Background: an optimization exercise with open tools, aiming at small area. Do not read the settings as production practice.
In this exercise RTL edits were held to simulation tests only and were not proved equivalent to the original.
No activity file was given, so power comes from the tool's default toggle rates.

== job 664 ==
==> flow/design.v <==
`timescale 1ps / 1ps
module spi_denetleyici (
   input clk_i,
   input rst_i,
   input  [ 7:0] wb_adr_i,
   input  [31:0] wb_dat_i,
   input         wb_we_i,
   input         wb_stb_i,
   input  [ 3:0] wb_sel_i,
   input         wb_cyc_i,
   output        wb_ack_o,
   output [31:0] wb_dat_o,
   input  [3:0] qspi_data_i,
   output [3:0] qspi_data_o,
   output [3:0] qspi_data_oe,
   output spi_cs_o,
   output spi_sck_o
);
   localparam [1:0] S_IDLE = 2'd0, S_INST = 2'd1, S_DUMMY = 2'd2, S_DATA = 2'd3;
   reg [31:0] rf0, rf1, rf2, rf3, rf4, rf5, rf6, rf7, rf8, rf9;
   reg [1:0]  state;
   reg [3:0]  word_ctr;
   reg [10:0] bit_ctr;
   reg [31:0] t_buffer;
   reg [31:0] r_buffer;
   reg        ack;
   reg        inst_flag;
   reg        clock_en;
   reg [5:0]  prescale_ctr;
   wire [7:0] instruction_value = rf0[7:0];
   wire [1:0] data_mod = rf0[9:8];
   wire write_flash = rf0[10];
   wire [4:0] dummy_cycles = rf0[15:11];
   wire [8:0] data_size = rf0[24:16];
   wire [5:0] prescale = rf0[30:25];
   wire x4 = data_mod == 2'b11;
   wire x2 = data_mod == 2'b10;
   wire x1 = ~x4 & ~x2;
   wire idle = state == S_IDLE;
   wire st_inst = state == S_INST;
   wire st_dummy = state == S_DUMMY;
   wire st_data = state == S_DATA;
   wire nrst = ~rst_i;
   assign wb_ack_o = ack | (wb_stb_i & (wb_adr_i != 8'd0));
   always @(posedge clk_i) begin
      if (rst_i) begin
         prescale_ctr <= 6'd0;
         clock_en <= 1'b0;
      end else if (prescale_ctr < prescale) begin
         clock_en <= 1'b0;
         prescale_ctr <= prescale_ctr + 6'd1;
      end else begin
         clock_en <= 1'b1;
         prescale_ctr <= 6'd0;
      end
   end
   wire lo0 = bit_ctr[2:0] == 3'd0;
   wire hi0 = bit_ctr[10:3] == 8'h00;
   wire hi1 = bit_ctr[10:3] == 8'hff;
   wire bc_zero = hi0 & lo0;
   wire bc_one = hi0 & (bit_ctr[2:0] == 3'd1);
   wire d_end = hi1 & lo0;
   wire word_end = (bit_ctr[4:3] == 2'b11) & (bit_ctr[2:0] == {x4, x2, x1});
   wire adr0 = rf1 == 32'd0;
   wire dummy0 = dummy_cycles == 5'd0;
   wire start = clock_en & idle & wb_stb_i & inst_flag;
   wire inst_tick = clock_en & st_inst;
   wire inst_end = inst_tick & bc_one;
   wire dum_end = clock_en & st_dummy & bc_zero;
   wire enter = (inst_end & dummy0) | dum_end;
   wire data_tick = clock_en & st_data & ~d_end;
   wire data_end = clock_en & st_data & d_end;
   wire adv = data_tick & word_end;
   wire store = adv & ~write_flash;
   wire wload = enter | (adv & write_flash);
   wire bus_we = wb_we_i & idle;
   wire [2:0] bc_step = st_data ? {x4, x2, x1} : 3'd1;
   wire [3:0] bc_lo = {1'b0, bit_ctr[2:0]} - {1'b0, bc_step};
   wire [7:0] bc_hi = bit_ctr[10:3] - {7'd0, bc_lo[3]};
   wire [10:0] bc_dec = {bc_hi, bc_lo[2:0]};
   always @(posedge clk_i) begin
      if (rst_i) begin
         state <= S_IDLE;
         word_ctr <= 4'd0;
         bit_ctr <= 11'd0;
         ack <= 1'b0;
         inst_flag <= 1'b0;
      end else begin
         if (bus_we & (wb_adr_i == 8'd0) & ~ack)
            inst_flag <= 1'b1;
         if (inst_tick)
            inst_flag <= 1'b0;
         if (clock_en & idle) ack <= 1'b0;
         if (data_end) ack <= 1'b1;
         if (start) word_ctr <= 4'd0;
         if (enter | adv) word_ctr <= word_ctr + 4'd1;
         if (start) state <= S_INST;
         if (inst_end) state <= dummy0 ? S_DATA : S_DUMMY;
         if (dum_end) state <= S_DATA;
         if (data_end) state <= S_IDLE;
         if (start) bit_ctr <= adr0 ? 11'd8 : 11'd32;
         else if (enter) bit_ctr <= {data_size[7:0], 3'b000};
         else if (inst_end) bit_ctr <= {6'd0, dummy_cycles};
         else if (inst_tick | (clock_en & st_dummy) | data_tick) bit_ctr <= bc_dec;
      end
   end
   wire [5:0] rd_idx = wb_adr_i[7:2];
   wire [9:0] rsel;      
   wire [9:0] wen;       
   wire [9:2] usel;      
   genvar g;
   generate
      for (g = 0; g < 10; g = g + 1) begin : dec
         assign rsel[g] = rd_idx == g;
         if (g == 0) begin : w0
            assign wen[g] = rst_i | (bus_we & rsel[g]);
         end else begin : wn
            assign wen[g] = rst_i | (bus_we & rsel[g]) | (store & (word_ctr == g - 1));
         end
         if (g >= 2) begin : u
            assign usel[g] = nrst & wload & (word_ctr == g - 2);
         end
      end
   endgenerate
   wire usel_i = nrst & start;
   wire [1:0] bl = bit_ctr[1:0];
   wire nib_last = x4 | (x2 & (bl == 2'd2)) | (x1 & (bl == 2'd1));
   wire t_sh4 = (inst_tick & (bl == 2'd1)) | (data_tick & write_flash & nib_last);
   wire h4 = nrst & ~wload & t_sh4;
   wire t_hold = nrst & ~(start | t_sh4 | enter);
   wire rd_tick = data_tick & ~write_flash;
   wire r_en = rst_i | (rd_tick & nib_last);
   wire rs3_en = rd_tick & ~x4 & (bl == 2'd0);
   wire rs2_en = rd_tick & ((x1 & (bl == 2'd3)) | (x2 & (bl == 2'd0)));
   wire rs1_en = rd_tick & x1 & (bl == 2'd2);
   reg rs3, rs2, rs1;
   always @(posedge clk_i) begin
      if (rs3_en) rs3 <= x2 ? qspi_data_i[1] : qspi_data_i[0];
      if (rs2_en) rs2 <= qspi_data_i[0];
      if (rs1_en) rs1 <= qspi_data_i[0];
   end
   wire idle_nr = nrst & idle;
   wire busy_nr = nrst & ~idle;
   wire [31:0] iw = {instruction_value, rf1[23:0]};
   wire [31:0] wd;       
   wire [31:0] t_d;      
   wire [31:0] rdat;
   generate
      for (g = 0; g < 32; g = g + 1) begin : dp
         wire ra, rb, rc, rd;
         g_a222oi ra_i (.a1(rsel[0]), .a2(rf0[g]), .b1(rsel[1]), .b2(rf1[g]), .c1(rsel[2]), .c2(rf2[g]), .y(ra));
         g_a222oi rb_i (.a1(rsel[3]), .a2(rf3[g]), .b1(rsel[4]), .b2(rf4[g]), .c1(rsel[5]), .c2(rf5[g]), .y(rb));
         g_a222oi rc_i (.a1(rsel[6]), .a2(rf6[g]), .b1(rsel[7]), .b2(rf7[g]), .c1(rsel[8]), .c2(rf8[g]), .y(rc));
         g_nand2  rd_i (.a(rsel[9]), .b(rf9[g]), .y(rd));
         g_nand4  ro_i (.a(ra), .b(rb), .c(rc), .d(rd), .y(rdat[g]));
         wire ta, tb, tc, td;
         g_a222oi ta_i (.a1(usel[2]), .a2(rf2[g]), .b1(usel[3]), .b2(rf3[g]), .c1(usel[4]), .c2(rf4[g]), .y(ta));
         g_a222oi tb_i (.a1(usel[5]), .a2(rf5[g]), .b1(usel[6]), .b2(rf6[g]), .c1(usel[7]), .c2(rf7[g]), .y(tb));
         g_a222oi tc_i (.a1(usel[8]), .a2(rf8[g]), .b1(usel[9]), .b2(rf9[g]), .c1(usel_i), .c2(iw[g]), .y(tc));
         if (g >= 4) begin : sh4
            g_a22o td_i (.a1(h4), .a2(t_buffer[g-4]), .b1(t_hold), .b2(t_buffer[g]), .y(td));
            g_nand4b to_i (.a_n(td), .b(ta), .c(tb), .d(tc), .y(t_d[g]));
            g_a22o wd_i (.a1(idle_nr), .a2(wb_dat_i[g]), .b1(busy_nr), .b2(r_buffer[g-4]), .y(wd[g]));
         end else begin : sh0
            g_nand2 td_i (.a(t_hold), .b(t_buffer[g]), .y(td));
            g_nand4 to_i (.a(ta), .b(tb), .c(tc), .d(td), .y(t_d[g]));
         end
      end
   endgenerate
   assign wd[3] = (idle_nr & wb_dat_i[3]) | (busy_nr & (x4 ? qspi_data_i[3] : rs3));
   assign wd[2] = (idle_nr & wb_dat_i[2]) | (busy_nr & (x4 ? qspi_data_i[2] : rs2));
   assign wd[1] = (idle_nr & wb_dat_i[1]) | (busy_nr & (x1 ? rs1 : qspi_data_i[1]));
   assign wd[0] = (idle_nr & wb_dat_i[0]) | (busy_nr & qspi_data_i[0]);
   assign wb_dat_o = rdat;
   always @(posedge clk_i) begin
      if (wen[0]) rf0 <= wd;
      if (wen[1]) rf1 <= wd;
      if (wen[2]) rf2 <= wd;
      if (wen[3]) rf3 <= wd;
      if (wen[4]) rf4 <= wd;
      if (wen[5]) rf5 <= wd;
      if (wen[6]) rf6 <= wd;
      if (wen[7]) rf7 <= wd;
      if (wen[8]) rf8 <= wd;
      if (wen[9]) rf9 <= wd;
      if (r_en) r_buffer <= wd;
      t_buffer <= t_d;
   end
   wire [1:0] out_mod = (st_dummy | st_data) ? (write_flash ? data_mod : 2'b00) : 2'b01;
   wire om1 = out_mod == 2'b01;
   wire om2 = out_mod == 2'b10;
   wire om3 = out_mod == 2'b11;
   reg x1_bit;
   always @(*)
      case (bl)
         2'd0: x1_bit = t_buffer[31];
         2'd3: x1_bit = t_buffer[30];
         2'd2: x1_bit = t_buffer[29];
         default: x1_bit = t_buffer[28];
      endcase
   assign qspi_data_o[0] = (om1 & x1_bit) | (om3 & t_buffer[28]);
   assign qspi_data_o[1] = om3 & t_buffer[29];
   assign qspi_data_o[2] = (om3 & t_buffer[30]) | (om2 & (bl[1] ? t_buffer[28] : t_buffer[30]));
   assign qspi_data_o[3] = (om3 & t_buffer[31]) | (om2 & (bl[1] ? t_buffer[29] : t_buffer[31]));
   assign qspi_data_oe = out_mod == 2'b11 ? 4'b1111 :
                         out_mod == 2'b10 ? 4'b1100 :
                         out_mod == 2'b01 ? 4'b0001 : 4'b0000;
   assign spi_cs_o = idle;
   assign spi_sck_o = ~idle & ((prescale == 6'd0) | clock_en);
endmodule
module g_a222oi (input a1, input a2, input b1, input b2, input c1, input c2, output y);
   assign y = ~((a1 & a2) | (b1 & b2) | (c1 & c2));
endmodule
module g_a22oi (input a1, input a2, input b1, input b2, output y);
   assign y = ~((a1 & a2) | (b1 & b2));
endmodule
module g_a22o (input a1, input a2, input b1, input b2, output y);
   assign y = (a1 & a2) | (b1 & b2);
endmodule
module g_nand4b (input a_n, input b, input c, input d, output y);
   assign y = ~(~a_n & b & c & d);
endmodule
module g_nand2 (input a, input b, output y);
   assign y = ~(a & b);
endmodule
module g_nand3 (input a, input b, input c, output y);
   assign y = ~(a & b & c);
endmodule
module g_nand4 (input a, input b, input c, input d, output y);
   assign y = ~(a & b & c & d);
endmodule
clock: 8.0 ns
lec_check: 0
cap_margin: 5
core_margin: 2
core_utilization: 40
cts_buf_list: sky130_fd_sc_hd__clkbuf_8
cts_cluster_diameter: 60
cts_cluster_size: 16
slew_margin: 5
synth_hierarchical: 1
standard.sh (not shown) runs the stock make flow with config.mk's settings and CLKGATE_MAP_FILE= SYNTH_SCRIPT=/design/flow/synth_recipe.tcl, a recipe that flattens the netlist after the stock synthesis.
==> flow/flow/run.sh <==
#!/bin/bash
set -e
export BUFFER_PORTS_ARGS="-buffer_cell sky130_fd_sc_hd__buf_1"
bash standard.sh > standard.log 2>&1
Input-level comparison between job 2173 and job 664:
-- flow/design.v --
<<< job 664, line 159
         g_a222oi tc_i (.a1(usel[8]), .a2(rf8[g]), .b1(usel[9]), .b2(rf9[g]), .c1(usel_i), .c2(iw[g]), .y(tc));
         if (g >= 4) begin : sh4
            g_a22o td_i (.a1(h4), .a2(t_buffer[g-4]), .b1(t_hold), .b2(t_buffer[g]), .y(td));
            g_nand4b to_i (.a_n(td), .b(ta), .c(tb), .d(tc), .y(t_d[g]));
            g_a22o wd_i (.a1(idle_nr), .a2(wb_dat_i[g]), .b1(busy_nr), .b2(r_buffer[g-4]), .y(wd[g]));
         end else begin : sh0
>>> job 2173, line 159
         g_a222oi tc_i (.a1(usel[8]), .a2(rf8[g]), .b1(usel[9]), .b2(rf9[g]), .c1(usel_i), .c2(iw[g]), .y(tc));
         if (g >= 4) begin : sh4
            g_a222oi td_i (.a1(h4), .a2(t_buffer[g-4]), .b1(t_hold), .b2(t_buffer[g]), .c1(1'b0), .c2(1'b0), .y(td));
            g_nand4 to_i (.a(ta), .b(tb), .c(tc), .d(td), .y(t_d[g]));
            g_a22o wd_i (.a1(idle_nr), .a2(wb_dat_i[g]), .b1(busy_nr), .b2(r_buffer[g-4]), .y(wd[g]));
         end else begin : sh0
<<< job 664, line 218
   assign y = (a1 & a2) | (b1 & b2);
endmodule
module g_nand4b (input a_n, input b, input c, input d, output y);
   assign y = ~(~a_n & b & c & d);
endmodule
module g_nand2 (input a, input b, output y);
   assign y = ~(a & b);
>>> job 2173, line 218
   assign y = (a1 & a2) | (b1 & b2);
endmodule
module g_nand2 (input a, input b, output y);
   assign y = ~(a & b);
Compared with job 664, in job 2173 area share of xor/xnor cells in the synthesized design neither gained nor lost much, post-route worst hold slack lost 4.5 ps, total power lost about 0.8%, count of mapped cells out of synthesis neither gained nor lost much.
Sequential cell area share delta (job 664 -> job 2173): insignificant
[compare] base=job 664 new=job 2173: count of nets after finishing now sits higher; worst slack at placement increased by 79 ps relative to the old numbers; leakage power summed over all cells increased by about 1.2% relative to the old numbers; share of flip-flops with an asynchronous set or reset after synthesis now sits at about the same level.
~same design area in job 664 and job 2173

==> static timing again, ports no longer ideal <==
No port has a modelled driver above. Below, the same layouts with a new extraction and two added sets of constraints.
Step 1: set_driving_cell puts a clkbuf_16 on clk_i and a buf_2 on each other input, an assumption about the parent block.
Step 2 also shifts input and output timing later by t, the mid clock arrival at the registers, as if the neighbouring blocks saw the same clock.
a / b / c = ideal ports / drivers / drivers and shift; a / b = the first two.
run | t, ns | setup WS [ns] | latest minus earliest clock arrival (ns) | worst register clock-pin slew, ns
job 664 | 0.639 | 2.019 / 1.998 / 1.998 | 0.040 / 0.040 | 0.11 / 0.11
job 2173 | 0.617 | 2.196 / 2.176 / 2.176 | 0.039 / 0.039 | 0.10 / 0.10
After both steps every run listed still meets setup and hold. For job 664, which loses most, drivers alone change the setup slack by -0.021 ns; drivers and shift together by -0.021 ns.
